Source: an optimization exercise on an open RTL-to-GDS flow (aim: small area and a short achievable clock period). Production flows keep margins and buffers that such runs may drop.
In this exercise RTL edits were held to simulation tests only and were not proved equivalent to the original.
No activity file was given, so power comes from the tool's default toggle rates.

**flow/design.v**
```verilog
`timescale 1ns / 1ps
module final_main #(
    parameter integer CLK_FREQUENCY_HZ = 20000
) (
    input             clk,
    input             reset,
    input       [5:0] pBtns,
    output      [9:0] bike_col_position,
    output      [9:0] left_car_row, left_car_column,
    output      [9:0] right_car_row, right_car_column,
    output      [9:0] middle_car_row, middle_car_column,
    output reg  [2:0] left_car_icon_num, right_car_icon_num, middle_car_icon_num,
    output reg  [2:0] background_num,
    output      [1:0] speed_hunds,
    output      [3:0] speed_tens, speed_ones,
    output reg  [3:0] dist_ones, dist_tens, dist_hunds, dist_thous,
    output reg  [1:0] dist_tenthous
);
    reg [6:0] c;           
    reg [2:0] h8;          
    reg [2:0] d5, e5;      
    reg       tick50hz;
    reg       bg_step;
    wire [1:0] speed_range;    
    wire       speed_zero;
    wire w100 = (c == 7'd99);
    wire d4   = (d5 == 3'd4);
    wire ev50 = w100 & (h8[1:0] == 2'd3);
    wire ev40 = w100 & d4;
    wire ev20 = w100 & d4 & h8[0];
    wire ev10 = w100 & d4 & (h8[1:0] == 2'd3);
    wire ev5  = w100 & d4 & (h8 == 3'd7);
    wire ev1  = ev5 & (e5 == 3'd4);
    always @(posedge clk) begin
        if (reset) begin
            c  <= 7'd0;
            h8 <= 3'd0;
            d5 <= 3'd0;
            e5 <= 3'd0;
        end else if (w100) begin
            c  <= 7'd0;
            h8 <= h8 + 3'd1;
            d5 <= d4 ? 3'd0 : d5 + 3'd1;
            if (d4) e5 <= (e5 == 3'd4) ? 3'd0 : e5 + 3'd1;
        end else begin
            c <= c + 7'd1;
        end
    end
    always @(posedge clk) begin
        if (reset) begin
            tick50hz <= 1'b0;
            bg_step  <= 1'b0;
        end else begin
            tick50hz <= ev50;
            bg_step  <= ~speed_zero &
                        ((speed_range == 2'd0) ? ev5  :
                         (speed_range == 2'd1) ? ev10 :
                         (speed_range == 2'd2) ? ev20 : ev40);
        end
    end
    reg [1:0] sec_cnt;
    reg [1:0] count_init;
    reg [3:0] obst;
    always @(posedge clk) begin
        if (reset) begin
            sec_cnt    <= 2'd0;
            count_init <= 2'd2;
            obst       <= 4'd11;
        end else if (ev1) begin
            sec_cnt <= sec_cnt + 2'd1;
            if (sec_cnt == 2'd3) begin
                if (count_init[1] == count_init[0]) begin
                    obst       <= obst + 4'd7;
                    count_init <= 2'd3;
                end else begin
                    count_init <= count_init - 2'd1;
                end
            end
        end
    end
    wire obst_active          = (count_init == 2'd3) & (sec_cnt == 2'd0);
    wire left_obstacle_flag   = obst_active & obst[3] & ~(obst[2] & obst[1]);
    wire right_obstacle_flag  = obst_active & obst[2] & ~(obst[3] & obst[1]);
    wire middle_obstacle_flag = obst_active & obst[1] & ~(obst[3] & obst[2]);
    reg [7:0] acceleration;
    reg       acceleration_flag, deceleration_flag;
    always @(posedge clk) begin
        if (reset) begin
            acceleration      <= 8'd0;
            acceleration_flag <= 1'b0;
            deceleration_flag <= 1'b0;
        end else if (tick50hz) begin
            if (pBtns[1] | pBtns[3]) begin
                if (acceleration[7:6] != 2'b11)
                    acceleration <= acceleration + 8'd1;
                acceleration_flag <= ~pBtns[1];
                deceleration_flag <= pBtns[1];
            end else begin
                acceleration      <= 8'd0;
                acceleration_flag <= 1'b0;
                deceleration_flag <= 1'b1;
            end
        end
    end
    bcd_module SPEED (
        .clk(clk), .reset(reset), .tick(tick50hz),
        .decelerate(deceleration_flag), .accelerate(acceleration_flag),
        .acceleration_range(acceleration[7:6]),
        .speed_hunds(speed_hunds), .speed_tens(speed_tens), .speed_ones(speed_ones),
        .speed_range(speed_range), .speed_zero(speed_zero)
    );
    wire [4:0] dist_add = (speed_range == 2'b00) ? 5'd1 :
                          (speed_range == 2'b01) ? 5'd2 :
                          (speed_range == 2'b10) ? 5'd4 : 5'd8;
    wire [4:0] ones_sum = dist_add + dist_ones;
    wire       c0 = (ones_sum >= 5'd10);
    wire       c1 = c0 & (dist_tens == 4'd9);
    wire       c2 = c1 & (dist_hunds == 4'd9);
    wire       c3 = c2 & (dist_thous == 4'd9);
    wire       dist_sat = dist_tenthous[1] &
                          (dist_tenthous[0] | (dist_thous == 4'd9) & (dist_hunds == 4'd9) &
                           (dist_tens == 4'd9) & (dist_ones >= 4'd2));
    always @(posedge clk) begin
        if (reset) begin
            dist_ones     <= 4'd0;
            dist_tens     <= 4'd0;
            dist_hunds    <= 4'd0;
            dist_thous    <= 4'd0;
            dist_tenthous <= 2'd0;
        end else if (tick50hz) begin
            if (dist_sat) begin
                dist_ones     <= 4'd0;
                dist_tens     <= 4'd0;
                dist_hunds    <= 4'd0;
                dist_thous    <= 4'd0;
                dist_tenthous <= 2'd3;
            end else begin
                dist_ones <= c0 ? ones_sum - 5'd10 : ones_sum[3:0];
                if (c0) dist_tens  <= c1 ? 4'd0 : dist_tens + 4'd1;
                if (c1) dist_hunds <= c2 ? 4'd0 : dist_hunds + 4'd1;
                if (c2) dist_thous <= c3 ? 4'd0 : dist_thous + 4'd1;
                if (c3) dist_tenthous <= dist_tenthous + 2'd1;
            end
        end
    end
    always @(posedge clk) begin
        if (reset)
            background_num <= 3'd0;
        else if (bg_step)
            background_num <= background_num + 3'd1;
    end
    reg [9:1] bike_col;
    assign bike_col_position = {bike_col, 1'b0};
    wire [9:1] bike_right = (bike_col >= 9'd450) ? 9'd454 : bike_col + 9'd4;
    wire [9:1] bike_left  = (bike_col <= 9'd4)   ? 9'd0   : bike_col - 9'd4;
    always @(posedge clk) begin
        if (reset) begin
            bike_col <= 9'd227;
        end else if (tick50hz) begin
            if (pBtns[2])
                bike_col <= bike_right;
            else if (pBtns[4])
                bike_col <= bike_left;
        end
    end
    reg [9:0] lrow;
    reg [9:0] lcol;
    assign left_car_row    = lrow;
    assign left_car_column = lcol;
    wire [6:0] lm    = lrow[6:0];
    wire       lhold = lrow[9];
    reg [3:0] ldelta;
    reg [2:0] licon;
    always @(posedge clk) begin
        if (reset) begin
            lrow              <= 10'd767;
            lcol              <= 10'd1023;
            left_car_icon_num <= 3'd0;
        end else if (tick50hz) begin
            if (left_obstacle_flag) begin
                lrow              <= 10'd400;
                lcol              <= 10'd500;
                left_car_icon_num <= 3'd0;
            end else if (lhold) begin
                left_car_icon_num <= 3'd0;
            end else begin
                lrow[6:0] <= lm + 7'd1;
                if (lm == 7'd127) lrow[9:7] <= 3'b100;
                lcol <= lcol - ldelta;
                left_car_icon_num <= licon;
            end
        end
    end
    always @(*) begin
        if (lm < 7'd31)       begin ldelta = 4'd3;  licon = 3'd2; end
        else if (lm == 7'd31) begin ldelta = 4'd15; licon = 3'd3; end
        else if (lm < 7'd46)  begin ldelta = 4'd4;  licon = 3'd3; end
        else if (lm < 7'd86)  begin ldelta = (lm == 7'd46) ? 4'd4 : 4'd5; licon = 3'd4; end
        else                  begin ldelta = 4'd6;  licon = 3'd5; end
    end
    reg [9:8] rrow_hi;
    reg [6:0] rm;
    reg [8:0] rcol;
    assign right_car_row    = {rrow_hi, 1'b1, rm};
    assign right_car_column = {1'b1, rcol};
    wire rhold = ((rcol[8:3] == 6'b111111) & (rcol[2] | (rcol[1] & rcol[0])));
    reg [2:0] rdelta;
    reg [2:0] ricon;
    always @(posedge clk) begin
        if (reset) begin
            rrow_hi            <= 2'b10;
            rm                 <= 7'd127;
            rcol               <= 9'd511;
            right_car_icon_num <= 3'd0;
        end else if (tick50hz) begin
            if (right_obstacle_flag) begin
                rrow_hi            <= 2'b01;
                rm                 <= 7'd16;
                rcol               <= 9'd12;
                right_car_icon_num <= 3'd0;
            end else if (rhold) begin
                right_car_icon_num <= 3'd0;
            end else begin
                rm <= rm + 7'd1;
                rcol <= rcol + rdelta;
                right_car_icon_num <= ricon;
            end
        end
    end
    always @(*) begin
        if (rm < 7'd31)      begin rdelta = 3'd3; ricon = 3'd2; end
        else if (rm < 7'd46) begin rdelta = 3'd4; ricon = 3'd3; end
        else if (rm < 7'd86) begin rdelta = 3'd5; ricon = 3'd4; end
        else                 begin rdelta = 3'd6; ricon = 3'd5; end
    end
    reg       mrow_hi;     
    reg [6:0] mm;
    reg       mcol7, mcol5, mcol4;
    assign middle_car_row    = {~mrow_hi, mrow_hi, mrow_hi, mm};
    assign middle_car_column = {2'b01, mcol7, 1'b1, mcol5, mcol4, 4'b1111};
    always @(posedge clk) begin
        if (reset) begin
            mrow_hi             <= 1'b1;
            mm                  <= 7'd16;
            {mcol7, mcol5, mcol4} <= 3'b110;
            middle_car_icon_num <= 3'd0;
        end else if (tick50hz) begin
            if (middle_obstacle_flag) begin
                mrow_hi             <= 1'b1;
                mm                  <= 7'd16;
                {mcol7, mcol5, mcol4} <= 3'b110;
                middle_car_icon_num <= 3'd0;
            end else if (!mrow_hi) begin
                middle_car_icon_num <= 3'd0;
            end else begin
                mm <= mm + 7'd1;
                if (mm == 7'd127) mrow_hi <= 1'b0;
                if (mm < 7'd31) begin
                    {mcol7, mcol5, mcol4} <= 3'b110;
                    middle_car_icon_num   <= 3'd2;
                end else if (mm < 7'd46) begin
                    {mcol7, mcol5, mcol4} <= 3'b101;
                    middle_car_icon_num   <= 3'd3;
                end else if (mm < 7'd86) begin
                    {mcol7, mcol5, mcol4} <= 3'b011;
                    middle_car_icon_num   <= 3'd4;
                end else begin
                    {mcol7, mcol5, mcol4} <= 3'b011;
                    middle_car_icon_num   <= 3'd5;
                end
            end
        end else begin
            middle_car_icon_num <= 3'd0;
        end
    end
endmodule
`timescale 1ns / 1ps
module bcd_module (
    input            clk,
    input            reset,
    input            tick,
    input            decelerate,
    input            accelerate,
    input      [1:0] acceleration_range,
    output reg [1:0] speed_hunds,
    output reg [3:0] speed_tens,
    output reg [3:0] speed_ones,
    output     [1:0] speed_range,
    output           speed_zero
);
    wire [1:0] h = speed_hunds;
    wire [3:0] t = speed_tens;
    wire [3:0] o = speed_ones;
    wire above8   = (h != 2'd0) | (t != 4'd0) | (o == 4'd9);
    wire below248 = ~h[1] | (t < 4'd4) | ((t == 4'd4) & (o < 4'd8));
    wire below64  = (h == 2'd0) & ((t < 4'd6) | ((t == 4'd6) & (o < 4'd4)));
    wire below128 = (h == 2'd0) | ((h == 2'd1) & ((t < 4'd2) | ((t == 4'd2) & (o < 4'd8))));
    wire below192 = (h == 2'd0) | ((h == 2'd1) & ((t < 4'd9) | (o < 4'd2)));
    assign speed_range = below64 ? 2'd0 : below128 ? 2'd1 : below192 ? 2'd2 : 2'd3;
    assign speed_zero  = (h == 2'd0) & (t == 4'd0) & (o == 4'd0);
    wire [3:0] up   = (acceleration_range == 2'd3) ? 4'd8 :
                      (acceleration_range == 2'd2) ? 4'd4 :
                      (acceleration_range == 2'd1) ? 4'd2 : 4'd1;
    wire [1:0] down = (acceleration_range != 2'd0) ? 2'd2 : 2'd1;
    wire [4:0] o_up = o + up;
    wire       carry  = (o_up >= 5'd10);
    wire       borrow = (o < {2'b00, down});
    wire [3:0] o_inc  = carry ? o_up[3:0] - 4'd10 : o_up[3:0];
    wire [3:0] o_dec  = borrow ? o + 4'd10 - {2'b00, down} : o - {2'b00, down};
    wire [3:0] t_inc  = (t == 4'd9) ? 4'd0 : t + 4'd1;
    wire [3:0] t_dec  = (t == 4'd0) ? 4'd9 : t - 4'd1;
    always @(posedge clk) begin
        if (reset) begin
            speed_hunds <= 2'd0;
            speed_tens  <= 4'd0;
            speed_ones  <= 4'd0;
        end else if (tick) begin
            if (decelerate) begin
                if (above8) begin
                    speed_ones <= o_dec;
                    if (borrow) begin
                        speed_tens <= t_dec;
                        if (t == 4'd0) speed_hunds <= h - 2'd1;
                    end
                end else begin
                    speed_hunds <= 2'd0;
                    speed_tens  <= 4'd0;
                    speed_ones  <= 4'd0;
                end
            end else if (accelerate) begin
                if (below248) begin
                    speed_ones <= o_inc;
                    if (carry) begin
                        speed_tens <= t_inc;
                        if (t == 4'd9) speed_hunds <= h + 2'd1;
                    end
                end else begin
                    speed_hunds <= 2'd2;
                    speed_tens  <= 4'd5;
                    speed_ones  <= 4'd5;
                end
            end
        end
    end
endmodule
module pwm_audio #(
    parameter integer CLK_FREQUENCY_HZ = 20000
) (
    input            clk,
    input            reset,
    input      [9:0] speed,        
    input      [7:0] duty_cycle,
    output reg       pwm_audio_out
);
    reg  [5:0] clk_cnt;
    reg        tickhz;
    reg  [7:0] counter;
    wire [9:0] min_speed;
    pwm_min_speed LUT (.cnt(clk_cnt), .min_speed(min_speed));
    wire top_reached = ~less10(speed, min_speed);
    wire duty_high   = ~less10({2'b00, duty_cycle}, {2'b00, counter});
    function less10;             
        input [9:0] a, b;
        integer i;
        begin
            less10 = 1'b0;
            for (i = 0; i < 10; i = i + 1)
                less10 = (~a[i] & b[i]) | (~(a[i] ^ b[i]) & less10);
        end
    endfunction
    always @(posedge clk) begin
        if (reset) begin
            clk_cnt <= 6'd0;
            tickhz  <= 1'b0;
        end else if (top_reached) begin
            clk_cnt <= 6'd0;
            tickhz  <= 1'b1;
        end else begin
            clk_cnt <= clk_cnt + 6'd1;
            tickhz  <= 1'b0;
        end
    end
    always @(posedge clk) begin
        if (reset) begin
            pwm_audio_out <= 1'b0;
            counter       <= 8'd0;
        end else if (tickhz) begin
            counter       <= counter + 8'd1;
            pwm_audio_out <= (duty_cycle != 8'd0) & duty_high;
        end
    end
endmodule
module pwm_min_speed (
    input  [5:0] cnt,
    output [9:0] min_speed
);
  wire new_n17, new_n18, new_n19, new_n21, new_n22, new_n24, new_n26,
    new_n27, new_n28, new_n29, new_n30, new_n31, new_n32, new_n33, new_n35,
    new_n36, new_n37, new_n38, new_n39, new_n40, new_n41, new_n43, new_n44,
    new_n45, new_n46, new_n47, new_n48, new_n49, new_n50, new_n51, new_n52,
    new_n54, new_n55, new_n56, new_n57, new_n58, new_n59, new_n60, new_n61,
    new_n62, new_n63, new_n64, new_n65, new_n67, new_n68, new_n69, new_n70,
    new_n71, new_n72, new_n73, new_n74, new_n75, new_n76, new_n77, new_n78,
    new_n79, new_n81, new_n82, new_n83, new_n84, new_n85, new_n86, new_n87,
    new_n88, new_n89, new_n90, new_n91, new_n92, new_n93, new_n94, new_n95,
    new_n96, new_n97, new_n98, new_n99, new_n100, new_n101, new_n102,
    new_n104, new_n105, new_n106, new_n107, new_n108, new_n109, new_n110,
    new_n111, new_n112, new_n113, new_n114, new_n115, new_n116, new_n117,
    new_n118, new_n119, new_n120, new_n121, new_n122, new_n123, new_n124,
    new_n125, new_n126, new_n127, new_n128;
  assign new_n17 = ~cnt[3] & ~cnt[2];
  assign new_n18 = ~cnt[5] & ~cnt[1];
  assign new_n19 = ~cnt[4] & new_n18;
  assign min_speed[9] = new_n17 & new_n19;
  assign new_n21 = ~cnt[5] & ~cnt[4];
  assign new_n22 = cnt[1] & new_n17;
  assign min_speed[8] = new_n21 & new_n22;
  assign new_n24 = ~cnt[3] & cnt[2];
  assign min_speed[7] = new_n19 & new_n24;
  assign new_n26 = cnt[3] & cnt[2];
  assign new_n27 = cnt[1] & cnt[0];
  assign new_n28 = ~cnt[3] & cnt[0];
  assign new_n29 = ~new_n27 & ~new_n28;
  assign new_n30 = ~cnt[2] & ~new_n29;
  assign new_n31 = cnt[2] & ~cnt[1];
  assign new_n32 = new_n21 & ~new_n26;
  assign new_n33 = ~new_n31 & new_n32;
  assign min_speed[6] = ~new_n30 & new_n33;
  assign new_n35 = ~cnt[2] & ~new_n27;
  assign new_n36 = cnt[4] & ~new_n35;
  assign new_n37 = cnt[4] & ~cnt[3];
  assign new_n38 = ~cnt[3] & ~cnt[1];
  assign new_n39 = ~new_n35 & ~new_n38;
  assign new_n40 = ~new_n37 & ~new_n39;
  assign new_n41 = ~cnt[5] & ~new_n36;
  assign min_speed[5] = ~new_n40 & new_n41;
  assign new_n43 = ~cnt[4] & ~cnt[0];
  assign new_n44 = ~cnt[3] & ~new_n43;
  assign new_n45 = ~new_n36 & new_n44;
  assign new_n46 = ~cnt[4] & ~cnt[1];
  assign new_n47 = ~cnt[2] & ~new_n43;
  assign new_n48 = ~new_n46 & new_n47;
  assign new_n49 = new_n46 & ~new_n47;
  assign new_n50 = cnt[3] & ~new_n48;
  assign new_n51 = ~new_n49 & new_n50;
  assign new_n52 = ~cnt[5] & ~new_n45;
  assign min_speed[4] = ~new_n51 & new_n52;
  assign new_n54 = cnt[3] & cnt[1];
  assign new_n55 = ~new_n24 & ~new_n54;
  assign new_n56 = new_n36 & new_n55;
  assign new_n57 = cnt[2] & cnt[0];
  assign new_n58 = ~cnt[4] & cnt[0];
  assign new_n59 = ~cnt[2] & ~new_n58;
  assign new_n60 = new_n54 & ~new_n59;
  assign new_n61 = ~cnt[0] & ~new_n24;
  assign new_n62 = new_n46 & ~new_n61;
  assign new_n63 = ~new_n60 & ~new_n62;
  assign new_n64 = ~new_n57 & ~new_n63;
  assign new_n65 = ~new_n56 & ~new_n64;
  assign min_speed[3] = ~cnt[5] & ~new_n65;
  assign new_n67 = ~cnt[2] & cnt[1];
  assign new_n68 = new_n37 & ~new_n67;
  assign new_n69 = ~cnt[4] & new_n55;
  assign new_n70 = ~new_n68 & ~new_n69;
  assign new_n71 = ~cnt[0] & ~new_n70;
  assign new_n72 = ~new_n37 & ~new_n54;
  assign new_n73 = new_n57 & ~new_n72;
  assign new_n74 = ~new_n71 & ~new_n73;
  assign new_n75 = ~cnt[5] & ~new_n74;
  assign new_n76 = cnt[2] & new_n27;
  assign new_n77 = cnt[5] & ~cnt[3];
  assign new_n78 = ~cnt[4] & new_n77;
  assign new_n79 = ~new_n76 & new_n78;
  assign min_speed[2] = new_n75 | new_n79;
  assign new_n81 = cnt[3] & ~cnt[0];
  assign new_n82 = ~cnt[5] & ~new_n81;
  assign new_n83 = ~new_n17 & ~new_n26;
  assign new_n84 = new_n58 & new_n83;
  assign new_n85 = ~cnt[2] & new_n43;
  assign new_n86 = ~new_n84 & ~new_n85;
  assign new_n87 = ~new_n82 & ~new_n86;
  assign new_n88 = ~cnt[5] & cnt[0];
  assign new_n89 = new_n26 & new_n88;
  assign new_n90 = ~new_n87 & ~new_n89;
  assign new_n91 = cnt[1] & ~new_n90;
  assign new_n92 = ~cnt[3] & ~cnt[0];
  assign new_n93 = ~cnt[5] & ~new_n92;
  assign new_n94 = cnt[2] & ~new_n81;
  assign new_n95 = ~new_n93 & new_n94;
  assign new_n96 = ~new_n57 & new_n93;
  assign new_n97 = new_n46 & ~new_n95;
  assign new_n98 = ~new_n96 & new_n97;
  assign new_n99 = ~new_n28 & ~new_n83;
  assign new_n100 = cnt[4] & new_n18;
  assign new_n101 = ~new_n99 & new_n100;
  assign new_n102 = ~new_n98 & ~new_n101;
  assign min_speed[1] = new_n91 | ~new_n102;
  assign new_n104 = cnt[5] & ~new_n28;
  assign new_n105 = ~cnt[0] & new_n26;
  assign new_n106 = new_n104 & ~new_n105;
  assign new_n107 = ~new_n24 & new_n82;
  assign new_n108 = cnt[1] & ~new_n106;
  assign new_n109 = ~new_n107 & new_n108;
  assign new_n110 = ~new_n38 & ~new_n57;
  assign new_n111 = new_n104 & ~new_n110;
  assign new_n112 = cnt[5] & ~cnt[1];
  assign new_n113 = ~new_n28 & ~new_n112;
  assign new_n114 = ~cnt[2] & ~new_n77;
  assign new_n115 = ~new_n113 & new_n114;
  assign new_n116 = ~new_n111 & ~new_n115;
  assign new_n117 = ~new_n109 & new_n116;
  assign new_n118 = ~cnt[4] & ~new_n117;
  assign new_n119 = ~new_n22 & ~new_n26;
  assign new_n120 = new_n82 & ~new_n119;
  assign new_n121 = ~new_n83 & ~new_n112;
  assign new_n122 = cnt[5] & ~new_n17;
  assign new_n123 = ~cnt[0] & ~new_n122;
  assign new_n124 = ~new_n121 & new_n123;
  assign new_n125 = ~new_n120 & ~new_n124;
  assign new_n126 = cnt[4] & ~new_n125;
  assign new_n127 = new_n18 & new_n105;
  assign new_n128 = ~new_n126 & ~new_n127;
  assign min_speed[0] = new_n118 | ~new_n128;
endmodule
`timescale 1ns / 1ps
module roadrash_top (
    input         clk,
    input         reset,
    input  [5:0]  pBtns,
    input  [7:0]  duty_cycle,
    output [9:0]  bike_col_position,
    output [9:0]  left_car_row, left_car_column,
    output [9:0]  right_car_row, right_car_column,
    output [9:0]  middle_car_row, middle_car_column,
    output [2:0]  left_car_icon_num, right_car_icon_num, middle_car_icon_num,
    output [2:0]  background_num,
    output [3:0]  speed_hunds, speed_tens, speed_ones,
    output [3:0]  score_ones, score_tens, score_hunds,
    output [3:0]  score_thous, score_tenthous, score_hundthous,
    output        pwm_audio_out
    );
    localparam integer CLK_FREQUENCY_HZ = 20000;
    wire [1:0] dist_tenthous, speed_h;
    final_main #(.CLK_FREQUENCY_HZ(CLK_FREQUENCY_HZ)) CONTROLLER (
        .clk(clk), .reset(reset), .pBtns(pBtns),
        .bike_col_position(bike_col_position),
        .left_car_row(left_car_row), .left_car_column(left_car_column),
        .right_car_row(right_car_row), .right_car_column(right_car_column),
        .middle_car_row(middle_car_row), .middle_car_column(middle_car_column),
        .left_car_icon_num(left_car_icon_num), .right_car_icon_num(right_car_icon_num),
        .middle_car_icon_num(middle_car_icon_num), .background_num(background_num),
        .speed_hunds(speed_h), .speed_tens(speed_tens), .speed_ones(speed_ones),
        .dist_ones(score_ones), .dist_tens(score_tens), .dist_hunds(score_hunds),
        .dist_thous(score_thous), .dist_tenthous(dist_tenthous)
    );
    assign score_tenthous  = {2'b00, dist_tenthous};
    assign score_hundthous = 4'd0;
    assign speed_hunds = {2'b00, speed_h};
    pwm_audio #(.CLK_FREQUENCY_HZ(CLK_FREQUENCY_HZ)) AUDIO (
        .clk(clk), .reset(reset), .speed({speed_h, speed_tens, speed_ones}), .duty_cycle(duty_cycle),
        .pwm_audio_out(pwm_audio_out)
    );
endmodule
```
**flow/flow/run.sh**
```bash
#!/bin/bash
set -euo pipefail
rm -rf scripts_area
cp -r "$FLOW_HOME/scripts" scripts_area
cp flow/abc_area.script scripts_area/abc_area.script
SCRIPTS_DIR="$PWD/scripts_area" ADDER_MAP_FILE= bash standard.sh synth > synth.log 2>&1
BUFFER_PORTS_ARGS="-buffer_cell sky130_fd_sc_hd__buf_1" bash standard.sh finish > layout.log 2>&1
```
**flow/flow/abc_area.script**
```
strash
&get -n
&fraig -x
&put
dc2
strash
&get -n
&dch -f
&nf -R 1000
&put
topo
```
**flow/standard.sh**
```bash
#!/bin/bash
# synth_recipe.tcl (not shown) runs the flow's synth.tcl, then flattens the netlist and writes it again
# the make line also repeats each setting of config.mk as NAME=value (left out here)
make -C /OpenROAD-flow-scripts/flow DESIGN_CONFIG=/design/flow/config.mk WORK_HOME=/design/flow/orfs CLKGATE_MAP_FILE= SYNTH_SCRIPT=/design/flow/synth_recipe.tcl "${@:-finish}"
```
**flow/config.mk**
```make
export PLATFORM = sky130hd
export DESIGN_NAME = roadrash_top
export DESIGN_NICKNAME = roadrash_top
export VERILOG_FILES = /design/flow/design.v
export SDC_FILE = /design/flow/constraint.sdc
export NUM_CORES = 4
export LEC_CHECK = 0
export ABC_AREA = 1
export CAP_MARGIN = 20
export CORE_MARGIN = 2
export CORE_UTILIZATION = 40
export CTS_BUF_LIST = sky130_fd_sc_hd__clkbuf_8
export CTS_CLUSTER_SIZE = 30
export SLEW_MARGIN = 20
```
**flow/constraint.sdc**
```tcl
create_clock -name core_clock -period 80.0 [get_ports {clk}]
set_input_delay 16.0000 -clock core_clock [delete_from_list [all_inputs] [get_ports {clk}]]
set_output_delay 16.0000 -clock core_clock [all_outputs]
set_load 0.01 [all_outputs]
```
==> results of run 1 <==
-- metal layers --
metal | GRT usage [%] | up-vias | share of wire [%]
li1 | - | 3785 | -
met1 | 25.8 | 3348 | 49
met2 | 29.6 | 165 | 45
met3 | 3.77 | 15 | 4.7
met4 | 6.47 | 0 | 1.4
met5 | 0 | - | 0
-- final timing paths --
check                                                            startpoint                                    end  slack [ns]  depth (start not counted)
worst max-delay path                                                  reset          CONTROLLER.mm[1]$_SDFFE_PP0P_       62.42                          6
worst min-delay path                          CONTROLLER.d5[2]$_SDFFE_PP0P_          CONTROLLER.d5[2]$_SDFFE_PP0P_        0.45                          1
worst max register to register  CONTROLLER.SPEED.speed_ones[3]$_SDFFE_PP0P_  CONTROLLER.dist_thous[2]$_SDFFE_PP0P_       76.32                         15
worst min register to register                CONTROLLER.d5[2]$_SDFFE_PP0P_          CONTROLLER.d5[2]$_SDFFE_PP0P_        0.45                          1
-- placed cells by master (no fill, tap or decap), types with 13 or more instances in the layout --
cell	synthesis	layout
sky130_fd_sc_hd__xor2_1	17	17
sky130_fd_sc_hd__nand3_1	20	20
sky130_fd_sc_hd__nor3_1	61	61
sky130_fd_sc_hd__o21a_1	14	14
sky130_fd_sc_hd__o21ai_0	88	87
sky130_fd_sc_hd__nand2_1	112	112
sky130_fd_sc_hd__clkbuf_8	0	20
sky130_fd_sc_hd__and3_1	24	24
sky130_fd_sc_hd__and2_0	13	13
sky130_fd_sc_hd__conb_1	2	18
sky130_fd_sc_hd__buf_1	0	113
sky130_fd_sc_hd__nor2_1	129	129
sky130_fd_sc_hd__nor2b_1	17	17
sky130_fd_sc_hd__a21oi_1	124	124
sky130_fd_sc_hd__dfxtp_1	150	150
sky130_fd_sc_hd__xnor2_1	24	24
sky130_fd_sc_hd__clkinv_1	19	19
-- registers in the layout, summed over array words and instances (netlist names), 6 cells and up --
register	cells
AUDIO.clk_cnt	6
CONTROLLER.mm	7
CONTROLLER.bike_col	9
CONTROLLER.c	7
CONTROLLER.rcol	9
AUDIO.counter	8
CONTROLLER.acceleration	8
CONTROLLER.rm	7
CONTROLLER.lrow	10
CONTROLLER.lcol	10
-- layout make-up --
| cell class | count | area (µm²) |
|---|---|---|
| fill | 1879 | 10000 |
| inverter | 19 | 71.3 |
| clock buffer | 20 | 275 |
| timing repair buffer | 119 | 467 |
| sequential | 150 | 3000 |
| clock inverter | 11 | 133 |
| tap | 234 | 293 |
| multi-input combinational | 805 | 4330 |
-- cells by family after synthesis --
family	synth area share (%)
and+or+nand+nor	26.6
AOI/OAI and AO/OA	24.5
DFF	39.9
buffers and inverters	3.34
xor gates and xnor gates	4.77
muxes	0.582
adders and majority gates	0.266
other	0.0998
-- cells in the mapped netlist (3+ instances only) --
| master | instances |
|---|---|
| sky130_fd_sc_hd__a211o_1 | 3 |
| sky130_fd_sc_hd__a211oi_1 | 9 |
| sky130_fd_sc_hd__a21o_1 | 7 |
| sky130_fd_sc_hd__a21oi_1 | 124 |
| sky130_fd_sc_hd__a221o_1 | 4 |
| sky130_fd_sc_hd__a221oi_1 | 4 |
| sky130_fd_sc_hd__a22oi_1 | 6 |
| sky130_fd_sc_hd__a311oi_1 | 4 |
| sky130_fd_sc_hd__a31oi_1 | 11 |
| sky130_fd_sc_hd__a32o_1 | 3 |
| sky130_fd_sc_hd__a32oi_1 | 3 |
| sky130_fd_sc_hd__and2_0 | 13 |
| sky130_fd_sc_hd__and3_1 | 24 |
| sky130_fd_sc_hd__buf_4 | 24 |
| sky130_fd_sc_hd__clkinv_1 | 19 |
| sky130_fd_sc_hd__dfxtp_1 | 150 |
| sky130_fd_sc_hd__mux2_1 | 3 |
| sky130_fd_sc_hd__nand2_1 | 112 |
| sky130_fd_sc_hd__nand2b_1 | 8 |
| sky130_fd_sc_hd__nand3_1 | 20 |
| sky130_fd_sc_hd__nand3b_1 | 5 |
| sky130_fd_sc_hd__nand4_1 | 7 |
| sky130_fd_sc_hd__nor2_1 | 129 |
| sky130_fd_sc_hd__nor2b_1 | 17 |
| sky130_fd_sc_hd__nor3_1 | 61 |
| sky130_fd_sc_hd__nor3b_1 | 3 |
| sky130_fd_sc_hd__nor4_1 | 5 |
| sky130_fd_sc_hd__o211ai_1 | 3 |
| sky130_fd_sc_hd__o21a_1 | 14 |
| sky130_fd_sc_hd__o21ai_0 | 88 |
| sky130_fd_sc_hd__o22a_1 | 3 |
| sky130_fd_sc_hd__o22ai_1 | 4 |
| sky130_fd_sc_hd__o31ai_1 | 8 |
| sky130_fd_sc_hd__or2_0 | 9 |
| sky130_fd_sc_hd__or3_1 | 12 |
| sky130_fd_sc_hd__xnor2_1 | 24 |
| sky130_fd_sc_hd__xor2_1 | 17 |
-- worst register-to-register path: cells and delay by family (launching register included) --
kind             cells  cell delay, ns
flip-flops           1            0.63
XOR/XNOR             1            0.13
AO/OA/AOI/OAI        6            1.13
AND/OR/NAND/NOR      8            1.71
-- power by group through the flow --
stage          Combinational [µW]  Clock [µW]  Sequential [µW]
2_1_floorplan                3.76           0             77.0
3_3_place_gp                 5.04           0             77.2
3_5_place_dp                 5.06           0             77.2
4_1_cts                      5.07        62.4             75.4
5_1_grt                      5.71        65.2             75.5
6_report                     5.08        60.2             75.4
-- metrics by stage --
step	instance area, µm²	hold slack [ns]
after floorplan	7590	0.422
after global placement	8170	0.429
after detailed placement	8170	0.439
after CTS	8570	0.453
after global routing	8570	0.465
final	8570	0.449
==> metrics.log, run 1 <==
[metrics] result of the run: timing/DRC/antenna clean
[metrics] post-cts gate resize count: 0
[metrics] Critical Path Max Stage Delay: 0.68 ns
[metrics] number of iterations in the first detailed-routing pass: 5
[metrics] critical path cell sequence: buf_2 -> clkinv_1 -> buf_4 -> and2_0 -> o21ai_0 -> a21oi_1
[metrics] antenna violations before repair: 0
[metrics] final worst-path cycle share: 22.0%
[metrics] final setup violating endpoints: 0
[metrics] number of vias in the routed layout: 7,313
[metrics] horizontal die dimension: 141 µm
[metrics] GRT Residual Overflow: 0
[metrics] average vias per placed instance: 5.39
[metrics] average wire per standard cell: 13.9 µm
[metrics] number of cells produced by synthesis: 982
[metrics] worst path bufs/invs: 3
[metrics] distinct cell type count of the synthesized netlist: 53
[metrics] leakage dissipation: 0.00312 µW
[metrics] shortest clock period the worst path allows after layout: 17.58 ns
[metrics] element type at the critical path end: register
[metrics] number of non-filler instances in the completed layout: 1,358
[metrics] number of synthesized flops with an enable pin: 0
[metrics] cell at the root of the clock tree: sky130_fd_sc_hd__clkbuf_8
[metrics] primary flip-flop cell chosen by synthesis mapping: sky130_fd_sc_hd__dfxtp_1
[metrics] final antenna-violating net count: 0
[metrics] transition time of the tightest slew-check pin: 0.967 ns
[metrics] number of warning messages in the yosys log: 3
[metrics] number of ports placed on the die boundary: 135
[metrics] top area cells in the synthesized netlist: sky130_fd_sc_hd__dfxtp_1 (40%), sky130_fd_sc_hd__a21oi_1 (8.2%), sky130_fd_sc_hd__nor2_1 (6.4%)
[metrics] clock tree from TritonCTS: yes
[metrics] slowest cell on the critical path: sky130_fd_sc_hd__clkinv_1
[metrics] maximum resistive drop on vdd: 0.0139 mV
[metrics] Avg Synthesized Cell Area: 7.66 µm²
[metrics] HP Class: register to register
[metrics] portion of total power attributed to the clock network: 42.8%
[metrics] Seq cells post-synth: 150
[metrics] number of rows created at floorplan: 50
[metrics] port buffer count: 114
[metrics] switching part of the total: 22.5%
[metrics] Core Region: 18,600 µm²
[metrics] maximum capacitance violations: 0
[metrics] category of the critical setup timing path: primary input to register
[metrics] area share of the largest cell type after synthesis: 39.9%
[metrics] share of synthesized registers carrying an async set or reset: 0%
[metrics] final worst clock skew: 0.0123 ns
[metrics] endpoints failing hold: 0
[metrics] sum of internal, switching and leakage power: 141 µW
[metrics] endpoint required time on the critical path: 80.32 ns
[metrics] largest net degree at the start of global routing: 70
[metrics] number of cells in the design after placement: 1,327
[metrics] CTS Hold Bufs: 0
[metrics] fmax: 56.9 MHz
[metrics] P_sw: 31.7 µW
[metrics] arrival time of the worst setup path: 17.91 ns
[metrics] setup bufs post-CTS: 0
[metrics] kind of cell adding the most delay to the critical path: buffers and inverters
[metrics] post-placement worst setup slack: 61.96 ns
[metrics] Seq pwr share: 53.6%
[metrics] clock transition time at the flip-flop clock pins of the worst setup and hold paths: 0.07 ns
[metrics] Inserted Clock Buffers: 17
[metrics] max-slew violations: 0
[metrics] share of layout cells above drive strength 1: 3.11%
[metrics] Die Area: 19,900 µm²
[metrics] wire length of the first global-routing pass: 31.1 mm
[metrics] all-layer global routing usage: 18.8%
[metrics] clock latency at the later pin of the worst-skew pair: 0.45 ns
[metrics] Internal Dissipation: 109 µW
[metrics] DRC marker count from the first detailed-route iteration: 375
[metrics] DRC violations left: 0
[metrics] Post-Synthesis Cell Area: 7530 µm²
[metrics] starting utilization of the core area: 40.5%
[metrics] post-detailed-routing wire length: 18.9 mm
[metrics] Die Y: 141 µm
[metrics] Clock Sinks: 150
[metrics] dominant cell type by area after synthesis: sky130_fd_sc_hd__dfxtp_1
[metrics] Pwr per Cell Area: 16.4 nW/µm²
[metrics] Logic pwr share: 3.6%
[metrics] antenna fix cells: 0
[metrics] area delta synth->final: 13.9%
[metrics] Net count, final: 1,128
[metrics] RSZ-0062 raised after global routing: false
[metrics] utilization after layout: 46.1%
[metrics] via count of the first global-routing pass: 6,365
[metrics] biggest fanout along the worst timing path: 23
[metrics] Relative slew margins: 34.9%
[metrics] number of levels the H-tree was split into: 4
[metrics] final HPWL from detailed placement: 13.3 mm
[metrics] PnR worst setup slack: 62.42 ns
[metrics] setup total negative slack: 0 ns
[metrics] weighted congestion at the end of routability-driven global placement: 0.847
[metrics] Seq/Total Area, Yosys: 39.9%
[metrics] maximum count of clock buffers along a single path: 2
[metrics] critical path startpoint category: primary input
==> run 2: changes to the inputs <==
==> flow/flow/abc_area.script (replaced) <==
strash
&get -n
&fraig -x
&put
dc2
strash
&get -n
&deepsyn -T 30
&put
strash
&get -n
&dch -f
&nf -R 1000
&put
topo
==> run 2 against run 1 <==
First-iteration DRC count is 9.6% higher. Worst hold slack got worse by 0.00081 ns. Non-clock buffer count is 1 higher. Global-route usage shrank 0.43 points. Clock skew shrank 0.0015 ns. Total power decreased by 0.66%. Critical path depth did not move. Clock power down 2%. Area after synthesis shrank 5.5%. Core utilization grew 0.82 points. Sequential cell count stayed put. Worst setup slack better by 0.0018 ns.
==> metrics.log, run 2 <==
[metrics] result of the run: timing/DRC/antenna clean (unchanged)
[metrics] clock latency at the later pin of the worst-skew pair: 0.45 ns (about the same)
[metrics] Die Y: 137 µm (was 141 µm)
[metrics] number of rows created at floorplan: 48 (was 50)
[metrics] setup bufs post-CTS: 0 (unchanged)
[metrics] element type at the critical path end: register (unchanged)
[metrics] post-detailed-routing wire length: 16.9 mm (was 18.9 mm)
[metrics] biggest fanout along the worst timing path: 48 (was 23)
[metrics] fill cell total of the finished layout: 1,797 (was 1,879)
[metrics] maximum count of clock buffers along a single path: 2 (unchanged)
[metrics] Net count, final: 1,041 (was 1,128)
[metrics] area share of the largest cell type after synthesis: 42.2% (was 39.9%)
[metrics] slowest cell on the critical path: sky130_fd_sc_hd__buf_4 (was sky130_fd_sc_hd__clkinv_1)
[metrics] maximum capacitance violations: 0 (unchanged)
[metrics] startpoint of the worst setup timing path: reset (unchanged)
[metrics] weighted congestion at the end of routability-driven global placement: 0.856 (was 0.847)
[metrics] reg-to-reg setup timing slack: 76.64 ns (was 76.32 ns)
[metrics] leakage dissipation: 0.00302 µW (was 0.00312 µW)
[metrics] average wire per standard cell: 13.4 µm (was 13.9 µm)
[metrics] top library cells by usage in the layout, fill and taps aside: sky130_fd_sc_hd__dfxtp_1 (150), sky130_fd_sc_hd__nor2_1 (114), sky130_fd_sc_hd__buf_1 (113), sky130_fd_sc_hd__nand2_1 (90), sky130_fd_sc_hd__a21oi_1 (80) (was sky130_fd_sc_hd__dfxtp_1 (150), sky130_fd_sc_hd__nor2_1 (129), sky130_fd_sc_hd__a21oi_1 (124), sky130_fd_sc_hd__buf_1 (113), sky130_fd_sc_hd__nand2_1 (112))
[metrics] endpoint required time on the critical path: 80.33 ns (was 80.32 ns)
[metrics] hold endpoint: CONTROLLER.rrow_hi[9]$_SDFFE_PP1P_ (was CONTROLLER.d5[2]$_SDFFE_PP0P_)
[metrics] adder and majority cell fraction of the synthesized area: 0.704% (was 0.266%)
[metrics] reg-to-reg critical path endpoint: CONTROLLER.dist_tenthous[0]$_SDFFE_PP0P_ (was CONTROLLER.dist_thous[2]$_SDFFE_PP0P_)
[metrics] share of layout cells above drive strength 1: 3.76% (was 3.11%)
[metrics] number of levels the H-tree was split into: 4 (unchanged)
[metrics] multiplexer share of the synthesized area: 0.440% (was 0.582%)
[metrics] final worst clock skew: 0.0108 ns (was 0.0123 ns)
[metrics] final HPWL from detailed placement: 11.9 mm (was 13.3 mm)
[metrics] RSZ-0062 raised after global routing: false (unchanged)
[metrics] most common cell after layout, fill and taps aside: sky130_fd_sc_hd__dfxtp_1 (unchanged)
[metrics] largest registers: CONTROLLER.lcol: 10 flops, CONTROLLER.lrow: 10 flops (unchanged)
[metrics] antenna fix cells: 0 (unchanged)
[metrics] critical path startpoint category: primary input (unchanged)
[metrics] distinct cell type count of the synthesized netlist: 56 (was 53)
[metrics] max-slew violations: 0 (unchanged)
[metrics] horizontal die dimension: 137 µm (was 141 µm)
[metrics] category of the critical setup timing path: primary input to register (unchanged)
[metrics] maximum resistive drop on vdd: 0.0110 mV (was 0.0139 mV)
[metrics] final worst-path cycle share: 22.0% (about the same)
[metrics] transition time of the tightest slew-check pin: 0.956 ns (was 0.967 ns)
[metrics] primary flip-flop cell chosen by synthesis mapping: sky130_fd_sc_hd__dfxtp_1 (unchanged)
[metrics] kind of cell adding the most delay to the critical path: buffers and inverters (unchanged)
[metrics] HP Class: register to register (unchanged)
[metrics] hold path startpoint: CONTROLLER.rrow_hi[9]$_SDFFE_PP1P_ (was CONTROLLER.d5[2]$_SDFFE_PP0P_)
[metrics] average vias per placed instance: 5.33 (was 5.39)
[metrics] Seq cells post-synth: 150 (unchanged)
[metrics] Critical Path Max Stage Delay: 0.46 ns (was 0.68 ns)
[metrics] DRC marker count from the first detailed-route iteration: 411 (was 375)
[metrics] Avg Synthesized Cell Area: 7.96 µm² (was 7.66 µm²)
[metrics] depth of the worst register-to-register path: 16 (was 15)
[metrics] post-cts gate resize count: 0 (unchanged)
[metrics] GRT Residual Overflow: 0 (unchanged)
[metrics] complex-gate fraction of the synthesized area: 22.0% (was 24.5%)
[metrics] all-layer global routing usage: 18.4% (was 18.8%)
[metrics] wire length of the first global-routing pass: 28.0 mm (was 31.1 mm)
[metrics] fmax: 56.9 MHz (about the same)
[metrics] sum of internal, switching and leakage power: 140 µW (was 141 µW)
[metrics] critical path cell sequence: clkbuf_2 -> buf_4 -> clkinv_1 -> buf_4 -> and3_1 -> mux2_1 (was buf_2 -> clkinv_1 -> buf_4 -> and2_0 -> o21ai_0 -> a21oi_1)
[metrics] largest net degree at the start of global routing: 49 (was 70)
[metrics] number of iterations in the first detailed-routing pass: 5 (unchanged)
[metrics] clock tree from TritonCTS: yes (unchanged)
[metrics] dominant cell type by area after synthesis: sky130_fd_sc_hd__dfxtp_1 (unchanged)
[metrics] clock transition time at the flip-flop clock pins of the worst setup and hold paths: 0.08 ns (was 0.07 ns)
[metrics] cell at the root of the clock tree: sky130_fd_sc_hd__clkbuf_8 (unchanged)
[metrics] Core Region: 17,400 µm² (was 18,600 µm²)
[metrics] Clock Sinks: 150 (unchanged)
[metrics] Post-Synthesis Cell Area: 7110 µm² (was 7530 µm²)
[metrics] share of synthesized registers carrying an async set or reset: 0% (unchanged)
[metrics] arrival time of the worst setup path: 17.92 ns (was 17.91 ns)
[metrics] final setup violating endpoints: 0 (unchanged)
[metrics] number of warning messages in the yosys log: 3 (unchanged)
[metrics] endpoints failing hold: 0 (unchanged)
[metrics] cell depth of the worst hold path: 2 (was 1)
[metrics] Pwr per Cell Area: 17.2 nW/µm² (was 16.4 nW/µm²)
[metrics] shortest clock period the worst path allows after layout: 17.58 ns (about the same)
[metrics] DRC violations left: 0 (unchanged)
[metrics] setup total negative slack: 0 ns (unchanged)
[metrics] xor/xnor share of the synthesized area: 2.71% (was 4.77%)
[metrics] top area cells in the synthesized netlist: sky130_fd_sc_hd__dfxtp_1 (42%), sky130_fd_sc_hd__nor2_1 (6.0%), sky130_fd_sc_hd__a21oi_1 (5.6%) (was sky130_fd_sc_hd__dfxtp_1 (40%), sky130_fd_sc_hd__a21oi_1 (8.2%), sky130_fd_sc_hd__nor2_1 (6.4%))
[metrics] area delta synth->final: 14.6% (was 13.9%)
[metrics] Die Area: 18,900 µm² (was 19,900 µm²)
[metrics] number of cells produced by synthesis: 894 (was 982)
[metrics] via count of the first global-routing pass: 5,839 (was 6,365)
[metrics] most numerous cell on the critical path: sky130_fd_sc_hd__buf_4
[metrics] final antenna-violating net count: 0 (unchanged)
[metrics] number of ports placed on the die boundary: 135 (unchanged)
[metrics] port buffer count: 114 (unchanged)
[metrics] starting utilization of the core area: 41.0% (was 40.5%)
[metrics] antenna violations before repair: 0 (unchanged)
[metrics] Inserted Clock Buffers: 17 (unchanged)
[metrics] worst path bufs/invs: 4 (was 3)
[metrics] start of the worst register-to-register path: CONTROLLER.SPEED.speed_ones[3]$_SDFFE_PP0P_ (unchanged)
[metrics] post-synthesis simple-gate area fraction: 28.0% (was 26.6%)
[metrics] number of vias in the routed layout: 6,730 (was 7,313)
[metrics] Relative slew margins: 35.7% (was 34.9%)
[metrics] most used standard cells in the synthesized netlist: sky130_fd_sc_hd__dfxtp_1 (150), sky130_fd_sc_hd__nor2_1 (114), sky130_fd_sc_hd__nand2_1 (90) (was sky130_fd_sc_hd__dfxtp_1 (150), sky130_fd_sc_hd__nor2_1 (129), sky130_fd_sc_hd__a21oi_1 (124))
[metrics] most common cell in the netlist: sky130_fd_sc_hd__dfxtp_1 (unchanged)
[metrics] combinational family with the most area after synthesis: simple AND/OR/NAND/NOR gates (unchanged)
[metrics] CTS Hold Bufs: 0 (unchanged)
[metrics] Seq/Total Area, Yosys: 42.2% (was 39.9%)
[metrics] number of synthesized flops with an enable pin: 0 (unchanged)
==> run 2: report_power, final <==
part / internal (µW) / switching (µW)
clock network: 30.0 / 28.7
logic: 1.74 / 3.78
registers: 74.9 / 0.616
total: 107 / 33.1
==> run 2: cell type report <==
cell class	instances	area [µm²]	area share (%)
clock buffer	20	275	3.38
clock inverter	12	128	1.57
inverter	25	93.8	1.15
multi-input combinational	711	3900	47.8
sequential	150	3000	36.8
tap	225	282	3.45
timing repair buffer	120	474	5.82
==> run 2: tightest hold or removal path: cells and delay by family (launching register included) <==
family	cells	cell delay [ns]
DFF	1	0.32
and+or+nand+nor	2	0.09
==> run 2: worst max-delay path by stage <==
stage	depth (start not counted)	slack, ns	to
after detailed placement	7	61.91	CONTROLLER.acceleration[5]$_SDFFE_PP0P_
after global placement	7	61.93	CONTROLLER.acceleration[5]$_SDFFE_PP0P_
final	6	62.42	CONTROLLER.h8[2]$_SDFFE_PP0P_
after floorplan	8	62.33	AUDIO.pwm_audio_out$_SDFFE_PP0P_
after global routing	7	62.26	CONTROLLER.acceleration[5]$_SDFFE_PP0P_
after CTS	6	62.41	CONTROLLER.h8[2]$_SDFFE_PP0P_
==> run 2: metrics by stage <==
stage	hold slack, ns	util (%)	instances	instance area (µm²)	worst slack [ns]
floorplan	0.442	-	910	7170	62.33
global placement	0.439	44.6	1231	7750	61.93
detailed placement	0.440	44.6	1231	7750	61.91
CTS	0.452	47.0	1263	8150	62.41
global route	0.465	47.0	1263	8150	62.26
finish	0.448	47.0	1263	8150	62.42
==> run 2: cell families after synthesis <==
group / count (synthesis)
AND/OR/NAND/NOR: 409
adder cells (fa/ha/maj): 5
other: 2
AO/OA/AOI/OAI: 254
multiplexers: 3
buffers and inverters: 49
XOR/XNOR: 22
flip-flops: 150
==> run 2: layer usage <==
metal  GRT usage, %  vias to the layer above  share of wire, %
met5              0                        -                 0
met4           5.15                        0               1.2
met2           28.2                      140                45
met1           25.6                     3072                49
li1               -                     3502                 -
met3           4.75                       16               4.3
==> run 3: changes to the inputs <==
==> flow/flow/abc_area.script (replaced) <==
strash
&get -n
&fraig -x
&put
dc2
strash
&get -n
&dch -f
&nf -R 1000
&put
topo
--- a/flow/config.mk
+++ b/flow/config.mk
@@ -11,4 +11,2 @@
 export CORE_UTILIZATION = 40
-export CTS_BUF_LIST = sky130_fd_sc_hd__clkbuf_8
-export CTS_CLUSTER_SIZE = 30
 export SLEW_MARGIN = 20
==> run 3 against run 2 <==
Still clean on timing, DRC and antenna. Sequential cell count did not move. Maximum frequency fell by 0.14%. Worst setup slack got worse by 0.025 ns. First-iteration DRC count fell by 5.1%. Register-to-register slack got worse by 0.33 ns. Sequential power barely moved. Count of clock-buffer cells in the layout rose by 2. Largest power group is now clock.
==> metrics.log, run 3 <==
[metrics] result of the run: timing/DRC/antenna clean (unchanged)
[metrics] final antenna-violating net count: 0 (unchanged)
[metrics] weighted congestion at the end of routability-driven global placement: 0.847 (was 0.856)
[metrics] transition time of the tightest slew-check pin: 0.961 ns (was 0.956 ns)
[metrics] post-cts gate resize count: 0 (unchanged)
[metrics] Inserted Clock Buffers: 17 (unchanged)
[metrics] distinct cell type count of the synthesized netlist: 53 (was 56)
[metrics] endpoints failing hold: 0 (unchanged)
[metrics] antenna fix cells: 0 (unchanged)
[metrics] leakage dissipation: 0.00319 µW (was 0.00302 µW)
[metrics] shortest clock period the worst path allows after layout: 17.61 ns (was 17.58 ns)
[metrics] number of cells produced by synthesis: 982 (was 894)
[metrics] final setup violating endpoints: 0 (unchanged)
[metrics] number of vias in the routed layout: 7,336 (was 6,730)
[metrics] primary flip-flop cell chosen by synthesis mapping: sky130_fd_sc_hd__dfxtp_1 (unchanged)
[metrics] slowest cell on the critical path: sky130_fd_sc_hd__clkinv_1 (was sky130_fd_sc_hd__buf_4)
[metrics] top library cells by usage in the layout, fill and taps aside: sky130_fd_sc_hd__dfxtp_1 (150), sky130_fd_sc_hd__nor2_1 (129), sky130_fd_sc_hd__a21oi_1 (124), sky130_fd_sc_hd__buf_1 (113), sky130_fd_sc_hd__nand2_1 (112) (was sky130_fd_sc_hd__dfxtp_1 (150), sky130_fd_sc_hd__nor2_1 (114), sky130_fd_sc_hd__buf_1 (113), sky130_fd_sc_hd__nand2_1 (90), sky130_fd_sc_hd__a21oi_1 (80))
[metrics] area delta synth->final: 16.5% (was 14.6%)
[metrics] GRT Residual Overflow: 0 (unchanged)
[metrics] Avg Synthesized Cell Area: 7.66 µm² (was 7.96 µm²)
[metrics] starting utilization of the core area: 40.5% (was 41.0%)
[metrics] DRC violations left: 0 (unchanged)
[metrics] number of cells in the design after placement: 1,327 (was 1,231)
[metrics] setup total negative slack: 0 ns (unchanged)
[metrics] final worst-path cycle share: 22.0% (about the same)
[metrics] via count of the first global-routing pass: 6,394 (was 5,839)
[metrics] DRC marker count from the first detailed-route iteration: 390 (was 411)
[metrics] number of warning messages in the yosys log: 3 (unchanged)
[metrics] Critical Path Max Stage Delay: 0.67 ns (was 0.46 ns)
[metrics] port buffer count: 114 (unchanged)
[metrics] Seq pwr share: 46.6% (was 54.0%)
[metrics] critical path startpoint category: primary input (unchanged)
[metrics] largest registers: CONTROLLER.lcol: 10 flops, CONTROLLER.lrow: 10 flops (unchanged)
[metrics] antenna violations before repair: 0 (unchanged)
[metrics] area share of the largest cell type after synthesis: 39.9% (was 42.2%)
[metrics] dominant cell type by area after synthesis: sky130_fd_sc_hd__dfxtp_1 (unchanged)
[metrics] Post-Synthesis Cell Area: 7530 µm² (was 7110 µm²)
[metrics] horizontal die dimension: 141 µm (was 137 µm)
[metrics] final worst clock skew: 0.00880 ns (was 0.0108 ns)
[metrics] portion of total power attributed to the clock network: 50.3% (was 42.0%)
[metrics] Core Region: 18,600 µm² (was 17,400 µm²)
[metrics] P_sw: 34.6 µW (was 33.1 µW)
[metrics] category of the critical setup timing path: primary input to register (unchanged)
[metrics] Die Area: 19,900 µm² (was 18,900 µm²)
[metrics] number of synthesized flops with an enable pin: 0 (unchanged)
[metrics] max-slew violations: 0 (unchanged)
[metrics] arrival time of the worst setup path: 17.90 ns (was 17.92 ns)
[metrics] wire length of the first global-routing pass: 31.1 mm (was 28.0 mm)
[metrics] most used standard cells in the synthesized netlist: sky130_fd_sc_hd__dfxtp_1 (150), sky130_fd_sc_hd__nor2_1 (129), sky130_fd_sc_hd__a21oi_1 (124) (was sky130_fd_sc_hd__dfxtp_1 (150), sky130_fd_sc_hd__nor2_1 (114), sky130_fd_sc_hd__nand2_1 (90))
[metrics] HP Class: register to register (unchanged)
[metrics] clock tree from TritonCTS: yes (unchanged)
[metrics] utilization after layout: 47.2% (was 47.0%)
[metrics] post-route cell area: 8760 µm² (was 8150 µm²)
[metrics] number of levels the H-tree was split into: 4 (unchanged)
[metrics] number of iterations in the first detailed-routing pass: 5 (unchanged)
[metrics] most common cell after layout, fill and taps aside: sky130_fd_sc_hd__dfxtp_1 (unchanged)
[metrics] Clock Sinks: 150 (unchanged)
[metrics] share of layout cells above drive strength 1: 3.11% (was 3.76%)
[metrics] critical path cell sequence: buf_2 -> clkinv_1 -> buf_4 -> and2_0 -> o21ai_0 -> a21oi_1 (was clkbuf_2 -> buf_4 -> clkinv_1 -> buf_4 -> and3_1 -> mux2_1)
[metrics] top area cells in the synthesized netlist: sky130_fd_sc_hd__dfxtp_1 (40%), sky130_fd_sc_hd__a21oi_1 (8.2%), sky130_fd_sc_hd__nor2_1 (6.4%) (was sky130_fd_sc_hd__dfxtp_1 (42%), sky130_fd_sc_hd__nor2_1 (6.0%), sky130_fd_sc_hd__a21oi_1 (5.6%))
[metrics] setup bufs post-CTS: 0 (unchanged)
[metrics] CTS Hold Bufs: 0 (unchanged)
[metrics] clock transition time at the flip-flop clock pins of the worst setup and hold paths: 0.06 ns (was 0.08 ns)
[metrics] worst hold margin: 0.448 ns (about the same)
[metrics] maximum count of clock buffers along a single path: 2 (unchanged)
[metrics] all-layer global routing usage: 18.9% (was 18.4%)
[metrics] Seq/Total Area, Yosys: 39.9% (was 42.2%)
[metrics] Logic pwr share: 3.1% (was 4.0%)
[metrics] post-detailed-routing wire length: 18.9 mm (was 16.9 mm)
[metrics] most common cell in the netlist: sky130_fd_sc_hd__dfxtp_1 (unchanged)
[metrics] average wire per standard cell: 13.9 µm (was 13.4 µm)
[metrics] Net count, final: 1,128 (was 1,041)
[metrics] RSZ-0062 raised after global routing: false (unchanged)
[metrics] Die Y: 141 µm (was 137 µm)
[metrics] largest net degree at the start of global routing: 70 (was 49)
[metrics] endpoint required time on the critical path: 80.30 ns (was 80.33 ns)
[metrics] clock latency at the later pin of the worst-skew pair: 0.42 ns (was 0.45 ns)
[metrics] final HPWL from detailed placement: 13.3 mm (was 11.9 mm)
[metrics] switching part of the total: 21.3% (was 23.7%)
[metrics] share of synthesized registers carrying an async set or reset: 0% (unchanged)
[metrics] number of ports placed on the die boundary: 135 (unchanged)
[metrics] average vias per placed instance: 5.40 (was 5.33)
[metrics] element type at the critical path end: register (unchanged)
[metrics] Pwr per Cell Area: 18.5 nW/µm² (was 17.2 nW/µm²)
[metrics] Internal Dissipation: 128 µW (was 107 µW)
[metrics] maximum resistive drop on vdd: 0.0136 mV (was 0.0110 mV)
[metrics] maximum capacitance violations: 0 (unchanged)
[metrics] cell area after placement: 8170 µm² (was 7750 µm²)
[metrics] biggest fanout along the worst timing path: 23 (was 48)
[metrics] Relative slew margins: 35.4% (was 35.7%)
[metrics] Seq cells post-synth: 150 (unchanged)
[metrics] fmax: 56.8 MHz (was 56.9 MHz)
[metrics] number of rows created at floorplan: 50 (was 48)
[metrics] cell at the root of the clock tree: sky130_fd_sc_hd__clkbuf_16 (was sky130_fd_sc_hd__clkbuf_8)
[metrics] number of non-filler instances in the completed layout: 1,358 (was 1,263)
==> run 3: changes by cell type in the layout (fill, tap and decap cells not counted), sizes merged, moves of 6 or more <==
cell    previous run  this run
and3              37        24
nand2             90       112
o21ai             65        88
a31oi             17        11
nor3              52        61
xor2               6        17
a22o               7         0
nor2             114       129
nor2b             23        17
a21oi             80       124
and2              21        13
clkinv            31        23
o31ai             19         8
xnor2             16        24
==> run 3: stage by stage <==
stage | setup WS (ns) | total power [µW]
6_report | 62.39 | 162
5_1_grt | 62.23 | 168
4_1_cts | 62.41 | 164
3_5_place_dp | 61.96 | 82.2
3_3_place_gp | 61.95 | 82.2
2_1_floorplan | 62.54 | 80.8
==> run 3: critical path: cells and delay by family <==
| kind | cells | cell delay [ns] |
|---|---|---|
| compound gates | 2 | 0.17 |
| buf+inv | 3 | 1.45 |
| simple gates | 1 | 0.26 |
==> run 3: cell families (layout without fill, tap and decap cells) <==
family          after synthesis  count (layout)  share of synthesized area, %
fa+ha+maj                     2               2                         0.266
xor+xnor                     41              41                          4.77
flops                       150             150                          39.9
mux                           4               4                         0.582
compound gates              311             311                          24.5
other cells                   2              18                        0.0998
simple gates                429             429                          26.6
buf+inv                      43             169                          3.34
==> run 3: final timing paths <==
kind	start	to	slack, ns	depth (start not counted)
hold / removal	CONTROLLER.d5[2]$_SDFFE_PP0P_	CONTROLLER.d5[2]$_SDFFE_PP0P_	0.45	1
hold reg to reg	CONTROLLER.d5[2]$_SDFFE_PP0P_	CONTROLLER.d5[2]$_SDFFE_PP0P_	0.45	1
setup reg to reg	CONTROLLER.SPEED.speed_ones[3]$_SDFFE_PP0P_	CONTROLLER.dist_thous[2]$_SDFFE_PP0P_	76.31	15
setup / recovery	reset	CONTROLLER.mm[1]$_SDFFE_PP0P_	62.39	6
==> run 3: layout make-up <==
class                           count  area, µm²
Fill cell                        1865       9820
Clock inverter                      9        125
Tap cell                          234        293
Clock buffer                       22        474
Timing Repair Buffer              119        467
Sequential cell                   150       3000
Multi-Input combinational cell    805       4330
Inverter                           19       71.3
==> run 3: per-layer routing <==
layer | wire [µm] | vias up | global-route usage, %
met5 | 0 | - | 0
met2 | 8560 | 167 | 29.4
li1 | - | 3802 | -
met4 | 209 | 0 | 6.21
met3 | 918 | 19 | 4.45
met1 | 9220 | 3348 | 25.9
==> run 3: power groups by stage <==
stage | clock, µW | combinational (µW) | sequential, µW
floorplan | 0 | 3.76 | 77.0
global placement | 0 | 5.04 | 77.2
detailed placement | 0 | 5.06 | 77.2
CTS | 83.3 | 5.07 | 75.5
global route | 86.5 | 5.72 | 75.6
finish | 81.6 | 5.07 | 75.5
==> run 4: changes to the inputs <==
==> flow/flow/abc_area.script (replaced) <==
strash
&get -n
&fraig -x
&put
dc2
strash
&get -n
&deepsyn -T 30
&put
strash
&get -n
&dch -f
&nf -R 1000
&put
topo
--- a/flow/config.mk
+++ b/flow/config.mk
@@ -10,3 +10,5 @@
 export CORE_MARGIN = 2
-export CORE_UTILIZATION = 40
+export CORE_UTILIZATION = 65
+export CTS_BUF_LIST = sky130_fd_sc_hd__clkbuf_8
+export CTS_CLUSTER_SIZE = 30
 export SLEW_MARGIN = 20
==> run 4 against run 3 <==
Still clean on timing, DRC and antenna. Combinational power rose by 6.5%. Sequential share of layout area up 3.1 points. Core utilization increased by 28 points. Register-to-register slack improved by 0.27 ns. Clock skew rose by 0.0062 ns. First-iteration DRC count grew 44%. Largest power group is now registers.
==> metrics.log, run 4 <==
[metrics] number of rows created at floorplan: 38 (was 50)
[metrics] multi-input gate area in the final layout: 3900 µm² (was 4330 µm²)
[metrics] Post-Synthesis Cell Area: 7110 µm² (was 7530 µm²)
[metrics] DRC violations left: 0 (unchanged)
[metrics] number of levels the H-tree was split into: 4 (unchanged)
[metrics] final worst-path cycle share: 21.8% (was 22.0%)
[metrics] GRT Residual Overflow: 0 (unchanged)
[metrics] Pwr per Cell Area: 17.2 nW/µm² (was 18.5 nW/µm²)
[metrics] starting utilization of the core area: 66.2% (was 40.5%)
[metrics] Relative slew margins: 40.7% (was 35.4%)
[metrics] utilization after layout: 74.8% (was 47.2%)
[metrics] Die Area: 11,800 µm² (was 19,900 µm²)
[metrics] post-cts gate resize count: 0 (unchanged)
[metrics] final worst clock skew: 0.0150 ns (was 0.00880 ns)
[metrics] most used standard cells in the synthesized netlist: sky130_fd_sc_hd__dfxtp_1 (150), sky130_fd_sc_hd__nor2_1 (114), sky130_fd_sc_hd__nand2_1 (90) (was sky130_fd_sc_hd__dfxtp_1 (150), sky130_fd_sc_hd__nor2_1 (129), sky130_fd_sc_hd__a21oi_1 (124))
[metrics] final antenna-violating net count: 0 (unchanged)
[metrics] average wire per standard cell: 14.1 µm (was 13.9 µm)
[metrics] category of the critical setup timing path: primary input to register (unchanged)
[metrics] weighted congestion at the end of routability-driven global placement: 0.881 (was 0.847)
[metrics] antenna fix cells: 0 (unchanged)
[metrics] PnR worst setup slack: 62.56 ns (was 62.39 ns)
[metrics] depth of the worst register-to-register path: 16 (was 15)
[metrics] Die Y: 109 µm (was 141 µm)
[metrics] max-slew violations: 0 (unchanged)
[metrics] Core Region: 10,700 µm² (was 18,600 µm²)
[metrics] Seq cells post-synth: 150 (unchanged)
[metrics] endpoints failing hold: 0 (unchanged)
[metrics] area share of the largest cell type after synthesis: 42.2% (was 39.9%)
[metrics] transition time of the tightest slew-check pin: 0.881 ns (was 0.961 ns)
[metrics] Net count, final: 1,040 (was 1,128)
[metrics] result of the run: timing/DRC/antenna clean (unchanged)
[metrics] endpoint required time on the critical path: 80.38 ns (was 80.30 ns)
[metrics] hold path startpoint: CONTROLLER.rrow_hi[9]$_SDFFE_PP1P_ (was CONTROLLER.d5[2]$_SDFFE_PP0P_)
[metrics] clock latency at the later pin of the worst-skew pair: 0.44 ns (was 0.42 ns)
[metrics] HP Class: register to register (unchanged)
[metrics] average vias per placed instance: 5.92 (was 5.40)
[metrics] number of iterations in the first detailed-routing pass: 5 (unchanged)
[metrics] distinct cell type count of the synthesized netlist: 56 (was 53)
[metrics] top area cells in the synthesized netlist: sky130_fd_sc_hd__dfxtp_1 (42%), sky130_fd_sc_hd__nor2_1 (6.0%), sky130_fd_sc_hd__a21oi_1 (5.6%) (was sky130_fd_sc_hd__dfxtp_1 (40%), sky130_fd_sc_hd__a21oi_1 (8.2%), sky130_fd_sc_hd__nor2_1 (6.4%))
[metrics] DRC marker count from the first detailed-route iteration: 560 (was 390)
[metrics] horizontal die dimension: 109 µm (was 141 µm)
[metrics] biggest fanout along the worst timing path: 2 (was 23)
[metrics] port buffer count: 114 (unchanged)
[metrics] all-layer global routing usage: 28.4% (was 18.9%)
[metrics] hold endpoint: CONTROLLER.rrow_hi[9]$_SDFFE_PP1P_ (was CONTROLLER.d5[2]$_SDFFE_PP0P_)
[metrics] dominant cell type by area after synthesis: sky130_fd_sc_hd__dfxtp_1 (unchanged)
[metrics] largest registers: CONTROLLER.lcol: 10 flops, CONTROLLER.lrow: 10 flops (unchanged)
[metrics] setup total negative slack: 0 ns (unchanged)
[metrics] shortest clock period the worst path allows after layout: 17.44 ns (was 17.61 ns)
[metrics] number of synthesized flops with an enable pin: 0 (unchanged)
[metrics] Seq/Total Area, Yosys: 42.2% (was 39.9%)
[metrics] cell at the root of the clock tree: sky130_fd_sc_hd__clkbuf_8 (was sky130_fd_sc_hd__clkbuf_16)
[metrics] leakage dissipation: 0.00304 µW (was 0.00319 µW)
[metrics] post-detailed-routing wire length: 16.6 mm (was 18.9 mm)
[metrics] reg-to-reg setup timing slack: 76.58 ns (was 76.31 ns)
[metrics] fmax: 57.3 MHz (was 56.8 MHz)
[metrics] CTS Hold Bufs: 0 (unchanged)
[metrics] element type at the critical path end: register (unchanged)
[metrics] cell area after placement: 7630 µm² (was 8170 µm²)
[metrics] number of vias in the routed layout: 6,969 (was 7,336)
[metrics] fill cell total of the finished layout: 818 (was 1,865)
[metrics] post-route cell area: 8030 µm² (was 8760 µm²)
[metrics] share of layout cells above drive strength 1: 3.18% (was 3.11%)
[metrics] critical path startpoint category: primary input (unchanged)
[metrics] maximum resistive drop on vdd: 0.0163 mV (was 0.0136 mV)
[metrics] cell depth of the worst hold path: 2 (was 1)
[metrics] Inserted Clock Buffers: 17 (unchanged)
[metrics] setup bufs post-CTS: 0 (unchanged)
[metrics] via count of the first global-routing pass: 6,127 (was 6,394)
[metrics] arrival time of the worst setup path: 17.83 ns (was 17.90 ns)
[metrics] maximum count of clock buffers along a single path: 2 (unchanged)
[run 4: critical path: stages]
cell,delay [ns]
sky130_fd_sc_hd__buf_1,0.10
sky130_fd_sc_hd__nor2b_1,0.06
sky130_fd_sc_hd__maj3_1,0.36
sky130_fd_sc_hd__maj3_1,0.36
sky130_fd_sc_hd__maj3_1,0.34
sky130_fd_sc_hd__o21ai_0,0.08
sky130_fd_sc_hd__a21oi_1,0.09
sky130_fd_sc_hd__a221oi_1,0.23
sky130_fd_sc_hd__o221a_1,0.22
[run 4: cell type report]
type                       instances  share of cell area (%)
inverter                          25                    1.17
multi-input combinational        711                    48.5
clock inverter                    11                    1.36
sequential                       150                    37.4
timing repair buffer             119                    5.81
tap                              140                    2.18
clock buffer                      21                    3.60
[run 4: cell families after synthesis]
group	count (synthesis)	synth area share [%]
XOR/XNOR	22	2.71
AO/OA/AOI/OAI	254	22.0
flip-flops	150	42.2
other	2	0.106
buffers and inverters	49	3.85
multiplexers	3	0.440
adder cells (fa/ha/maj)	5	0.704
AND/OR/NAND/NOR	409	28.0
[run 4: per-stage QoR]
stage          power (µW)  instances  hold slack [ns]
4_1_cts               139       1177            0.448
2_1_floorplan        81.3        910            0.442
3_5_place_dp         82.6       1145            0.438
3_3_place_gp         82.4       1145            0.430
5_1_grt               143       1177            0.468
6_report              138       1177            0.445
[run 4: worst max path at each step]
stage	from	end	slack (ns)	depth (start not counted)
6_report	duty_cycle[0]	AUDIO.pwm_audio_out$_SDFFE_PP0P_	62.56	9
5_1_grt	duty_cycle[1]	AUDIO.pwm_audio_out$_SDFFE_PP0P_	62.40	9
4_1_cts	duty_cycle[1]	AUDIO.pwm_audio_out$_SDFFE_PP0P_	62.60	9
3_5_place_dp	duty_cycle[1]	AUDIO.pwm_audio_out$_SDFFE_PP0P_	62.13	9
3_3_place_gp	duty_cycle[0]	AUDIO.pwm_audio_out$_SDFFE_PP0P_	62.15	9
2_1_floorplan	duty_cycle[0]	AUDIO.pwm_audio_out$_SDFFE_PP0P_	62.33	8
[run 4: metal layers]
metal  track usage [%]  up-vias  part of all wire [%]
li1                  -     3483                     -
met4              11.8        0                   1.6
met3              5.38       23                   6.2
met2              48.2      262                    48
met5                 0        -                     0
met1              35.4     3201                    44
[run 4: power by group]
group / internal (µW) / switching, µW
Combinational: 1.69 / 3.72
Sequential: 75.0 / 0.618
Clock: 30.6 / 26.4
Total: 107 / 30.8

## re-timing with driven ports
No port has a modelled driver above. Below, the same layouts with a new extraction and two added sets of constraints.
Step 1 assumes that a clkbuf_16 drives the clock port and a buf_2 every other input.
Step 2 also shifts input and output timing later by t, the mid clock arrival at the registers, as if the neighbouring blocks saw the same clock.
a / b / c = no drivers / after step 1 / after step 2; a / b = the first two.
run	t, ns	setup slack, ns	slew at the worst register clock pin (ns)	cell pins on the clock port's net
run 1	0.483	62.417 / 62.432 / 61.949	0.08 / 0.08	1
run 2	0.479	62.418 / 62.428 / 61.949	0.09 / 0.09	1
run 3	0.458	62.394 / 62.406 / 61.948	0.06 / 0.06	1
run 4	0.472	62.557 / 62.572 / 62.100	0.08 / 0.08	1
After both steps every run listed still meets setup and hold. The setup slack of run 2, which loses most, moves by +0.010 ns with the drivers and by -0.469 ns with both steps.
